Source: an optimization exercise on an open RTL-to-GDS flow (aim: small area). Production flows keep margins and buffers that such runs may drop.
Function was checked by simulation only, so behaviour that the tests miss may differ from the original.
Power and IR drop assume default switching activity.

==> flow/design.v <==
`timescale 1ns / 1ps
module filter_mod #(
    parameter WIDTH = 8,
    parameter DEPTH = 64,
    parameter LINE_BITS = 10,
    parameter ROWS = 48,
    parameter COLS = 64
)
(
    input clk,
    input reset,
    input [WIDTH-1:0] r_data_in,
    input [WIDTH-1:0] g_data_in,
    input [WIDTH-1:0] b_data_in,
    input data_in_done,
    output [WIDTH-1:0] r_data_out,
    output [WIDTH-1:0] g_data_out,
    output [WIDTH-1:0] b_data_out,
    output data_out_done
);
localparam TAPS = 2 * COLS;
reg [3*WIDTH-1:0] hist [0:TAPS-1];
wire [3*WIDTH-1:0] pix_in = {r_data_in, g_data_in, b_data_in};
integer k;
always @(posedge clk) begin
    hist[0] <= pix_in;
    for (k = 1; k < TAPS; k = k + 1)
        hist[k] <= hist[k-1];
end
reg [5:0] col;       
reg [5:0] row;       
reg       line_in;   
reg       run;       
always @(posedge clk) begin
    if (reset) begin
        col <= 6'd0;
        row <= 6'd0;
        line_in <= 1'b0;
        run <= 1'b0;
    end else if (data_in_done) begin
        col <= col + 6'd1;
        if (run && col == 6'd0)
            row <= (row == ROWS-1) ? 6'd0 : row + 6'd1;
        if (col == COLS-1)
            line_in <= 1'b1;
        if (line_in)
            run <= 1'b1;
    end
end
wire top_row = (row == 6'd0);
wire bot_row = (row == ROWS-1);
wire lft_col = (col == 6'd1);    
wire rgt_col = (col == 6'd0);    
wire [3*WIDTH-1:0] p_below  = pix_in;
wire [3*WIDTH-1:0] p_right  = hist[COLS-2];
wire [3*WIDTH-1:0] p_centre = hist[COLS-1];
wire [3*WIDTH-1:0] p_left   = hist[COLS];
wire [3*WIDTH-1:0] p_above  = hist[TAPS-1];
function [WIDTH-1:0] sharpen;
    input [WIDTH-1:0] c, l, r, a, b;
    reg [11:0] s;    
    begin
        s = {2'b00, c, 2'b00} + {4'b0000, c}
          - {4'b0000, l} - {4'b0000, r}
          - {4'b0000, a} - {4'b0000, b};
        if (s[11])
            sharpen = {WIDTH{1'b0}};
        else if (s[10:8] != 3'b000)
            sharpen = {WIDTH{1'b1}};
        else
            sharpen = s[7:0];
    end
endfunction
genvar ch;
generate
    for (ch = 0; ch < 3; ch = ch + 1) begin : chan
        wire [WIDTH-1:0] c = p_centre[ch*WIDTH +: WIDTH];
        wire [WIDTH-1:0] l = lft_col ? {WIDTH{1'b0}} : p_left[ch*WIDTH +: WIDTH];
        wire [WIDTH-1:0] r = rgt_col ? {WIDTH{1'b0}} : p_right[ch*WIDTH +: WIDTH];
        wire [WIDTH-1:0] a = top_row ? {WIDTH{1'b0}} : p_above[ch*WIDTH +: WIDTH];
        wire [WIDTH-1:0] b = bot_row ? {WIDTH{1'b0}} : p_below[ch*WIDTH +: WIDTH];
        wire [WIDTH-1:0] y = sharpen(c, l, r, a, b);
    end
endgenerate
reg [WIDTH-1:0] r_q, g_q, b_q;
reg done_q;
always @(posedge clk) begin
    r_q <= chan[0].y;
    g_q <= chan[1].y;
    b_q <= chan[2].y;
end
always @(posedge clk) begin
    if (reset)
        done_q <= 1'b0;
    else
        done_q <= data_in_done & run;
end
assign r_data_out = r_q;
assign g_data_out = g_q;
assign b_data_out = b_q;
assign data_out_done = done_q;
endmodule
Settings: LEC_CHECK=0, CAP_MARGIN=20, CORE_MARGIN=2, CORE_UTILIZATION=40, SLEW_MARGIN=20; clock period 6.0 ns.
run.sh (not shown) runs the stock make flow with config.mk's settings and CLKGATE_MAP_FILE= SYNTH_SCRIPT=/design/flow/synth_recipe.tcl, a recipe that flattens the netlist after the stock synthesis.
The first run finished with timing, DRC and antenna clean.
Then changed:
--- a/flow/design.v
+++ b/flow/design.v
@@ -46,8 +46,9 @@
         if (line_in)
             run <= 1'b1;
     end
 end
+assign data_out_done = data_in_done & run;
 wire top_row = (row == 6'd0);
 wire bot_row = (row == ROWS-1);
 wire lft_col = (col == 6'd1);    
 wire rgt_col = (col == 6'd0);    
@@ -81,22 +82,8 @@
         wire [WIDTH-1:0] b = bot_row ? {WIDTH{1'b0}} : p_below[ch*WIDTH +: WIDTH];
         wire [WIDTH-1:0] y = sharpen(c, l, r, a, b);
     end
 endgenerate
-reg [WIDTH-1:0] r_q, g_q, b_q;
-reg done_q;
-always @(posedge clk) begin
-    r_q <= chan[0].y;
-    g_q <= chan[1].y;
-    b_q <= chan[2].y;
-end
-always @(posedge clk) begin
-    if (reset)
-        done_q <= 1'b0;
-    else
-        done_q <= data_in_done & run;
-end
-assign r_data_out = r_q;
-assign g_data_out = g_q;
-assign b_data_out = b_q;
-assign data_out_done = done_q;
+assign r_data_out = chan[0].y;
+assign g_data_out = chan[1].y;
+assign b_data_out = chan[2].y;
 endmodule
=> The new run reached the layout checks and failed them: negative setup slack. Design area grows by about 1.9%. Non-clock buffer count grows by 122. Sequential power hardly moves. Clock power grows by about 4%. Final cell count grows by about 1.5%.

## port drivers added, routing unchanged
The results above use ideal ports. As a check the final layouts listed here were re-extracted and re-timed, cells and wires unchanged.
Step 1 (the two cells are an assumption about what drives the block):
set clk [get_ports {clk}]
set_driving_cell -lib_cell sky130_fd_sc_hd__clkbuf_16 $clk
set_driving_cell -lib_cell sky130_fd_sc_hd__buf_2 [delete_from_list [all_inputs] $clk]
Step 2 moves the port delays by t, midway between the first and last clock arrival at a register: inputs arrive t later, outputs are due t later. That takes back most of the time a late clock gives input paths.
a / b / c = ideal ports / drivers / drivers and shift; a / b = the first two.
run | t (ns) | setup slack, ns | hold slack, ns | pins driven straight from the clock port
the first run | 0.917 | 0.719 / 0.719 / 0.589 | 0.280 / 0.280 / 0.280 | 1
the second run | 0.923 | -0.636 / -0.704 / -0.461 | 0.275 / 0.275 / 0.275 | 1
For the first run, which loses most, drivers alone change the setup slack by 0.000 ns; drivers and shift together by -0.130 ns.
